From an optimization exercise on the open Yosys and OpenROAD flow, aimed at small area; shortcuts taken in it are not production practice.
Function was checked by simulation only, so behaviour that the tests miss may differ from the original.
No driver is modelled on the clock port, so clock power and skew are understated where the tree is cut down; a real chip needs a root buffer or a tree.
Power figures rest on the tool's default switching activity, not on a simulated workload.

## run 1
==> flow/design.v (excerpt) <==
module framer
    #(parameter PREAMBLE_BITS = 64,
    parameter HEADER_BITS   = 960,
    parameter PAYLOAD_BITS  = 8416,
    parameter CRC_BITS      = 32,
    parameter PL_RATE = 2,
    parameter DATA_WIDTH = 8)
(
    input  wire                      clk,
    input  wire                      rst_n,
    input  wire                      start_frame,
    input  wire [1:0]                frame_type,
    input  wire [15:0]               txfn,
    input  wire                      payload_valid,
    input  wire [DATA_WIDTH-1:0]     payload_data,
    input  wire [15:0]               payload_len,
    output reg                       busy,
    output reg                       frame_done,
    output wire                      frame_valid,
    output reg  [DATA_WIDTH-1:0]     frame_data
);
==> flow/config.mk <==
export PLATFORM = sky130hd
export DESIGN_NAME = framer
export DESIGN_NICKNAME = framer
export VERILOG_FILES = /design/flow/design.v
export SDC_FILE = /design/flow/constraint.sdc
export NUM_CORES = 4
export LEC_CHECK = 0
export CAP_MARGIN = 0
export CORE_MARGIN = 2
export CORE_UTILIZATION = 60
export GPL_TIMING_DRIVEN = 0
export SLEW_MARGIN = 0
==> flow/constraint.sdc <==
create_clock -name core_clock -period 4.0 [get_ports {clk}]
set_input_delay 0.8000 -clock core_clock [delete_from_list [all_inputs] [get_ports {clk}]]
set_output_delay 0.8000 -clock core_clock [all_outputs]
set_load 0.01 [all_outputs]
standard.sh (not shown) runs the stock make flow with config.mk's settings and CLKGATE_MAP_FILE= SYNTH_SCRIPT=/design/flow/synth_recipe.tcl, a recipe that flattens the netlist after the stock synthesis.
==> flow/flow/run.sh <==
#!/bin/bash
# Standard ORFS layout, with three changes:
#  - after the standard synthesis, the combinational logic is re-mapped for
#    area by ABC (flip-flops untouched: same instances, names and cells):
#    four ABC runs with different seeds, each checked against the standard
#    netlist with a Yosys equivalence proof; the smallest proven one is used
#    (the standard netlist if none is proven);
#  - port buffers use buf_1;
#  - the clock tree is three clkbuf_16 fed by the clock port, each driving
#    the flip-flops nearest to it (flow/flat_cts.tcl).
set -euo pipefail
W=$(pwd)
R=$W/orfs/results/$FLOW_PLATFORM/framer/base
LIB=$FLOW_HOME/platforms/sky130hd/lib/sky130_fd_sc_hd__tt_025C_1v80.lib
YOSYS=$FLOW_HOME/../tools/install/yosys/bin/yosys
export BUFFER_PORTS_ARGS="-buffer_cell sky130_fd_sc_hd__buf_1"
export PRE_CTS_TCL=$W/flow/flat_cts.tcl

bash standard.sh synth > synth.log 2>&1
cp $R/1_2_yosys.v $W/std_netlist.v

resynth() {
  local s=$1
  sed -e "s#@LIB@#$LIB#g" -e "s#@IN@#$W/std_netlist.v#" -e "s#@TOP@#$FLOW_TOP#" \
      -e "s#@ABC@#$W/flow/area$s.abc#" -e "s#@OUT@#$W/resynth_$s.v#" \
      flow/resynth.ys > resynth_$s.ys
  $YOSYS -l resynth_$s.log -q resynth_$s.ys > /dev/null 2>&1 || return 0
  python3 flow/ffname.py $W/std_netlist.v $W/eq_gold_$s.v
  python3 flow/ffname.py $W/resynth_$s.v $W/eq_gate_$s.v
  sed -e "s#@LIB@#$LIB#g" -e "s#@GOLD@#$W/eq_gold_$s.v#" -e "s#@GATE@#$W/eq_gate_$s.v#" \
      -e "s#@TOP@#$FLOW_TOP#g" flow/equiv.ys > equiv_$s.ys
  if $YOSYS -l equiv_$s.log -q equiv_$s.ys > /dev/null 2>&1; then
    grep "Chip area" resynth_$s.log | awk '{print $NF}' > area_$s.txt
  fi
}
for s in 1 2 3 4; do resynth $s & done
wait

best=""; best_area=""
for s in 1 2 3 4; do
  [[ -s area_$s.txt ]] || continue
  a=$(cat area_$s.txt)
  if [[ -z "$best" ]] || awk -v a="$a" -v b="$best_area" 'BEGIN{exit !(a<b)}'; then
    best=$s; best_area=$a
  fi
done
echo "chosen resynthesis: ${best:-none (standard netlist)} ${best_area}" > resynth_choice.txt
if [[ -n "$best" ]]; then
  cp $W/resynth_$best.v $R/1_2_yosys.v
  touch $R/1_2_yosys.v
fi
bash standard.sh > layout.log 2>&1
==> flow/flow/flat_cts.tcl <==
# Flat clock buffering: K buffers of type BUF, each driving the flip-flops
# nearest to it (k-means on the flip-flop locations), all fed by the clock port.
proc flat_clock_buffers {K bufname} {
  set block [ord::get_db_block]
  set db [ord::get_db]
  set master [$db findMaster $bufname]
  set clknet [$block findNet clk]
  set sinks {}
  foreach it [$clknet getITerms] {
    set inst [$it getInst]
    set bb [$inst getBBox]
    lappend sinks [list $it [expr {([$bb xMin]+[$bb xMax])/2}] [expr {([$bb yMin]+[$bb yMax])/2}]]
  }
  # k-means, seeded along x
  set sorted [lsort -integer -index 1 $sinks]
  set n [llength $sorted]
  set cent {}
  for {set k 0} {$k < $K} {incr k} {
    set s [lindex $sorted [expr {int(($k + 0.5) * $n / $K)}]]
    lappend cent [list [lindex $s 1] [lindex $s 2]]
  }
  for {set iter 0} {$iter < 30} {incr iter} {
    set assign {}
    foreach s $sinks {
      set best 0; set bd 1e18
      for {set k 0} {$k < $K} {incr k} {
        set c [lindex $cent $k]
        set d [expr {abs([lindex $s 1]-[lindex $c 0]) + abs([lindex $s 2]-[lindex $c 1])}]
        if {$d < $bd} {set bd $d; set best $k}
      }
      lappend assign $best
    }
    set newc {}
    for {set k 0} {$k < $K} {incr k} {
      set sx 0; set sy 0; set m 0
      foreach s $sinks a $assign {
        if {$a == $k} {set sx [expr {$sx+[lindex $s 1]}]; set sy [expr {$sy+[lindex $s 2]}]; incr m}
      }
      if {$m > 0} {lappend newc [list [expr {$sx/$m}] [expr {$sy/$m}]]} else {lappend newc [lindex $cent $k]}
    }
    set cent $newc
  }
  for {set k 0} {$k < $K} {incr k} {
    set inst [odb::dbInst_create $block $master "clkbuf_flat_$k"]
    set net [odb::dbNet_create $block "clknet_flat_$k"]
    $net setSigType CLOCK
    [$inst findITerm A] connect $clknet
    [$inst findITerm X] connect $net
    set c [lindex $cent $k]
    $inst setLocation [expr {int([lindex $c 0])}] [expr {int([lindex $c 1])}]
    $inst setPlacementStatus PLACED
    foreach s $sinks a $assign {
      if {$a == $k} {
        set it [lindex $s 0]
        $it disconnect
        $it connect $net
      }
    }
  }
  $clknet setSigType CLOCK
}

# Sourced before the CTS step: build the clock tree as three clkbuf_16,
# each driving the flip-flops nearest to it, in place of TritonCTS's H-tree.
rename clock_tree_synthesis __tritoncts_clock_tree_synthesis
proc clock_tree_synthesis {args} {
  flat_clock_buffers 3 sky130_fd_sc_hd__clkbuf_16
  set_propagated_clock [all_clocks]
}
Other scripts of this flow, unchanged in this note and not shown: flow/flow/area1.abc, flow/flow/area2.abc, flow/flow/area3.abc, flow/flow/area4.abc, flow/flow/equiv.ys, flow/flow/ffname.py, flow/flow/resynth.ys
Run 1 ended with every stage complete and zero timing, DRC or antenna violations.
Edits applied to the flow inputs when going from run 1 to run 2:
# run 1
export LEC_CHECK = 0
export CAP_MARGIN = 0
export CORE_MARGIN = 2
export CORE_UTILIZATION = 60
export GPL_TIMING_DRIVEN = 0
export SLEW_MARGIN = 0
create_clock -name core_clock -period 4.0 [get_ports {clk}]
# run 2
export LEC_CHECK = 0
export CAP_MARGIN = 0
export CORE_MARGIN = 2
export CORE_UTILIZATION = 40
export GPL_TIMING_DRIVEN = 0
export SLEW_MARGIN = 0
create_clock -name core_clock -period 4.0 [get_ports {clk}]
diff --git a/flow/flow/run.sh b/flow/flow/run.sh
--- a/flow/flow/run.sh
+++ b/flow/flow/run.sh
@@ -7,5 +7,5 @@
 #    (the standard netlist if none is proven);
 #  - port buffers use buf_1;
-#  - the clock tree is three clkbuf_16 fed by the clock port, each driving
+#  - the clock tree is three buf_12 fed by the clock port, each driving
 #    the flip-flops nearest to it (flow/flat_cts.tcl).
 set -euo pipefail
diff --git a/flow/flow/flat_cts.tcl b/flow/flow/flat_cts.tcl
--- a/flow/flow/flat_cts.tcl
+++ b/flow/flow/flat_cts.tcl
@@ -61,9 +61,9 @@
 }
 
-# Sourced before the CTS step: build the clock tree as three clkbuf_16,
+# Sourced before the CTS step: build the clock tree as three buf_12,
 # each driving the flip-flops nearest to it, in place of TritonCTS's H-tree.
 rename clock_tree_synthesis __tritoncts_clock_tree_synthesis
 proc clock_tree_synthesis {args} {
-  flat_clock_buffers 3 sky130_fd_sc_hd__clkbuf_16
+  flat_clock_buffers 3 sky130_fd_sc_hd__buf_12
   set_propagated_clock [all_clocks]
 }
## What came out
Met2 wire length: run 2 vs run 1 down 5.7%. A worst setup path endpoint of crc[18] is what run 2 shows, while crc[17] belongs to run 1. The flow did not stop early for run 2: all stages ran, and the layout cleared the timing, DRC and antenna checks. Run 1 reached the end of the flow, and the finished layout is clean on the timing, DRC and antenna checks. In the tables for run 2 and run 1, sequential share of power reads higher with run 2. First-iteration DRC count ended up 57 lower on run 2 than on run 1. Delta (run 2 minus run 1): pre-CTS worst setup slack shrank by 0.13 ns; final clock period utilization by the worst path increased 2.4 points; area growth from synthesis to layout decreased by 0.65 points relative to the old numbers; critical path arrival shows an increase of 0.08 ns. Of run 2 and run 1, run 2 shows the lower number of gates on the worst path with buffers counted, with run 1 above it. The maximum clock frequency of run 2 is lower than that of run 1. Against run 1, run 2 comes in 20 points lower on global routing usage on met2.
Input-level comparison between run 3 and run 2:
diff --git a/flow/flow/run.sh b/flow/flow/run.sh
--- a/flow/flow/run.sh
+++ b/flow/flow/run.sh
@@ -7,5 +7,5 @@
 #    (the standard netlist if none is proven);
 #  - port buffers use buf_1;
-#  - the clock tree is three buf_12 fed by the clock port, each driving
+#  - the clock tree is four clkbuf_16 fed by the clock port, each driving
 #    the flip-flops nearest to it (flow/flat_cts.tcl).
 set -euo pipefail
diff --git a/flow/flow/flat_cts.tcl b/flow/flow/flat_cts.tcl
--- a/flow/flow/flat_cts.tcl
+++ b/flow/flow/flat_cts.tcl
@@ -61,9 +61,9 @@
 }
 
-# Sourced before the CTS step: build the clock tree as three buf_12,
+# Sourced before the CTS step: build the clock tree as four clkbuf_16,
 # each driving the flip-flops nearest to it, in place of TritonCTS's H-tree.
 rename clock_tree_synthesis __tritoncts_clock_tree_synthesis
 proc clock_tree_synthesis {args} {
-  flat_clock_buffers 3 sky130_fd_sc_hd__buf_12
+  flat_clock_buffers 4 sky130_fd_sc_hd__clkbuf_16
   set_propagated_clock [all_clocks]
 }
--- outcome ---
Run 3 reached the final stage; the timing, DRC and antenna checks on its layout passed. Diff run 2 and run 3: worst hold slack lower in run 3. In run 3, met1 usage is higher than in run 2. Comparing run 2 and run 3, the higher wire length of the first global-routing pass was measured on run 3. Final critical path time including I/O delays and setup (higher): run 2. Run 3 vs. run 2: die area held steady, post-route fraction of the period consumed by the critical path went down 2.1 points.
Edits applied to the flow inputs when going from run 3 to run 4:
diff --git a/flow/flow/run.sh b/flow/flow/run.sh
--- a/flow/flow/run.sh
+++ b/flow/flow/run.sh
@@ -3,9 +3,9 @@
 #  - after the standard synthesis, the combinational logic is re-mapped for
 #    area by ABC (flip-flops untouched: same instances, names and cells):
-#    four ABC runs with different seeds, each checked against the standard
+#    eight ABC runs with different seeds (four at a time), each checked against the standard
 #    netlist with a Yosys equivalence proof; the smallest proven one is used
 #    (the standard netlist if none is proven);
 #  - port buffers use buf_1;
-#  - the clock tree is four clkbuf_16 fed by the clock port, each driving
+#  - the clock tree is three buf_12 fed by the clock port, each driving
 #    the flip-flops nearest to it (flow/flat_cts.tcl).
 set -euo pipefail
@@ -36,7 +36,9 @@
 for s in 1 2 3 4; do resynth $s & done
 wait
+for s in 5 6 7 8; do resynth $s & done
+wait
 
 best=""; best_area=""
-for s in 1 2 3 4; do
+for s in 1 2 3 4 5 6 7 8; do
   [[ -s area_$s.txt ]] || continue
   a=$(cat area_$s.txt)
==> flow/flow/area5.abc (new file) <==
strash
&get -n
&deepsyn -T 200 -S 5
&put
dch -f
amap
topo
==> flow/flow/area6.abc (new file) <==
strash
&get -n
&deepsyn -T 200 -S 6
&put
dch -f
amap
topo
==> flow/flow/area7.abc (new file) <==
strash
&get -n
&deepsyn -T 200 -S 7
&put
dch -f
amap
topo
==> flow/flow/area8.abc (new file) <==
strash
&get -n
&deepsyn -T 200 -S 8
&put
dch -f
amap
topo
diff --git a/flow/flow/flat_cts.tcl b/flow/flow/flat_cts.tcl
--- a/flow/flow/flat_cts.tcl
+++ b/flow/flow/flat_cts.tcl
@@ -61,9 +61,9 @@
 }
 
-# Sourced before the CTS step: build the clock tree as four clkbuf_16,
+# Sourced before the CTS step: build the clock tree as three buf_12,
 # each driving the flip-flops nearest to it, in place of TritonCTS's H-tree.
 rename clock_tree_synthesis __tritoncts_clock_tree_synthesis
 proc clock_tree_synthesis {args} {
-  flat_clock_buffers 4 sky130_fd_sc_hd__clkbuf_16
+  flat_clock_buffers 3 sky130_fd_sc_hd__buf_12
   set_propagated_clock [all_clocks]
 }
### Flow results
Run 4 reached the end of the flow, and the finished layout is clean on the timing, DRC and antenna checks. Changes observed in run 4 relative to run 3: total internal power decreased about 8%, number of antenna violations at the first check in global routing did not really move, net switching fraction of the power decreased by 1.3 points relative to the old numbers, die width essentially unchanged. Run 3 → run 4: layout-stage area growth over the synthesis result fell 0.96 points, final period utilization fell 0.17 points, post-synthesis average cell area about even. As of run 4, total wirelength of the detailed-routed design had fallen by a few percent compared to run 3. Looking at share of power burned in registers, run 4 sits 4.3 points higher than run 3 does.
Relative to run 4, the following input files were edited for run 5:
diff --git a/flow/flow/run.sh b/flow/flow/run.sh
--- a/flow/flow/run.sh
+++ b/flow/flow/run.sh
@@ -3,9 +3,9 @@
 #  - after the standard synthesis, the combinational logic is re-mapped for
 #    area by ABC (flip-flops untouched: same instances, names and cells):
-#    eight ABC runs with different seeds (four at a time), each checked against the standard
+#    four ABC runs with different seeds, each checked against the standard
 #    netlist with a Yosys equivalence proof; the smallest proven one is used
 #    (the standard netlist if none is proven);
 #  - port buffers use buf_1;
-#  - the clock tree is three buf_12 fed by the clock port, each driving
+#  - the clock tree is three clkbuf_16 fed by the clock port, each driving
 #    the flip-flops nearest to it (flow/flat_cts.tcl).
 set -euo pipefail
@@ -36,9 +36,7 @@
 for s in 1 2 3 4; do resynth $s & done
 wait
-for s in 5 6 7 8; do resynth $s & done
-wait
 
 best=""; best_area=""
-for s in 1 2 3 4 5 6 7 8; do
+for s in 1 2 3 4; do
   [[ -s area_$s.txt ]] || continue
   a=$(cat area_$s.txt)
diff --git a/flow/flow/flat_cts.tcl b/flow/flow/flat_cts.tcl
--- a/flow/flow/flat_cts.tcl
+++ b/flow/flow/flat_cts.tcl
@@ -61,9 +61,9 @@
 }
 
-# Sourced before the CTS step: build the clock tree as three buf_12,
+# Sourced before the CTS step: build the clock tree as three clkbuf_16,
 # each driving the flip-flops nearest to it, in place of TritonCTS's H-tree.
 rename clock_tree_synthesis __tritoncts_clock_tree_synthesis
 proc clock_tree_synthesis {args} {
-  flat_clock_buffers 3 sky130_fd_sc_hd__buf_12
+  flat_clock_buffers 3 sky130_fd_sc_hd__clkbuf_16
   set_propagated_clock [all_clocks]
 }
removed: flow/flow/area5.abc
removed: flow/flow/area6.abc
removed: flow/flow/area7.abc
removed: flow/flow/area8.abc
[summary]
- Run 4 leaves more setup margin than run 5.
- On sum of routed wire length over all layers: between run 5 and run 4, it ends up lower for run 5.
- Between run 5 and run 4, count of placed standard cells in the final layout, fillers left out is higher for run 5, run 4 comes in under that.
- Combinational-cell power consumption (run 5 vs. run 4) increases slightly
- On run 5: final critical-path share of the clock period is 2.5 points higher than what run 4 gave.
- Global placer's final weighted congestion: run 5 higher than run 4
- Re worst hold slack: run 5 is 0.017 ns down on run 4.
In every run of this note, the design's own scripts or RTL, not TritonCTS, make the clock network.

==> re-timing with driven ports <==
Ports are ideal in the flow. The routed layouts listed here were re-timed in OpenROAD.
Step 1 assumes that a clkbuf_16 drives the clock port and a buf_2 every other input.
Step 2 adds t to the input delays and takes it off the output delays; t is the mean of the earliest and latest rising clock arrival at the registers after step 1. Input paths then give back, and output paths get back, about the clock's delay inside the block.
a / b / c = no drivers / after step 1 / after step 2; a / b = the first two.
| run | t, ns | setup WS [ns] | worst slew at a driven data input, ns |
|---|---|---|---|
| run 1 | 0.232 | 0.325 / 0.325 / 0.171 | 0.04 |
| run 2 | 0.214 | 0.228 / 0.273 / 0.059 | 0.04 |
| run 3 | 0.231 | 0.313 / 0.370 / 0.139 | 0.03 |
| run 4 | 0.208 | 0.320 / 0.320 / 0.291 | 0.03 |
| run 5 | 0.235 | 0.221 / 0.262 / 0.027 | 0.04 |
After both steps every run listed still meets setup and hold. The setup slack of run 5, which loses most, moves by +0.041 ns with the drivers and by -0.194 ns with both steps.
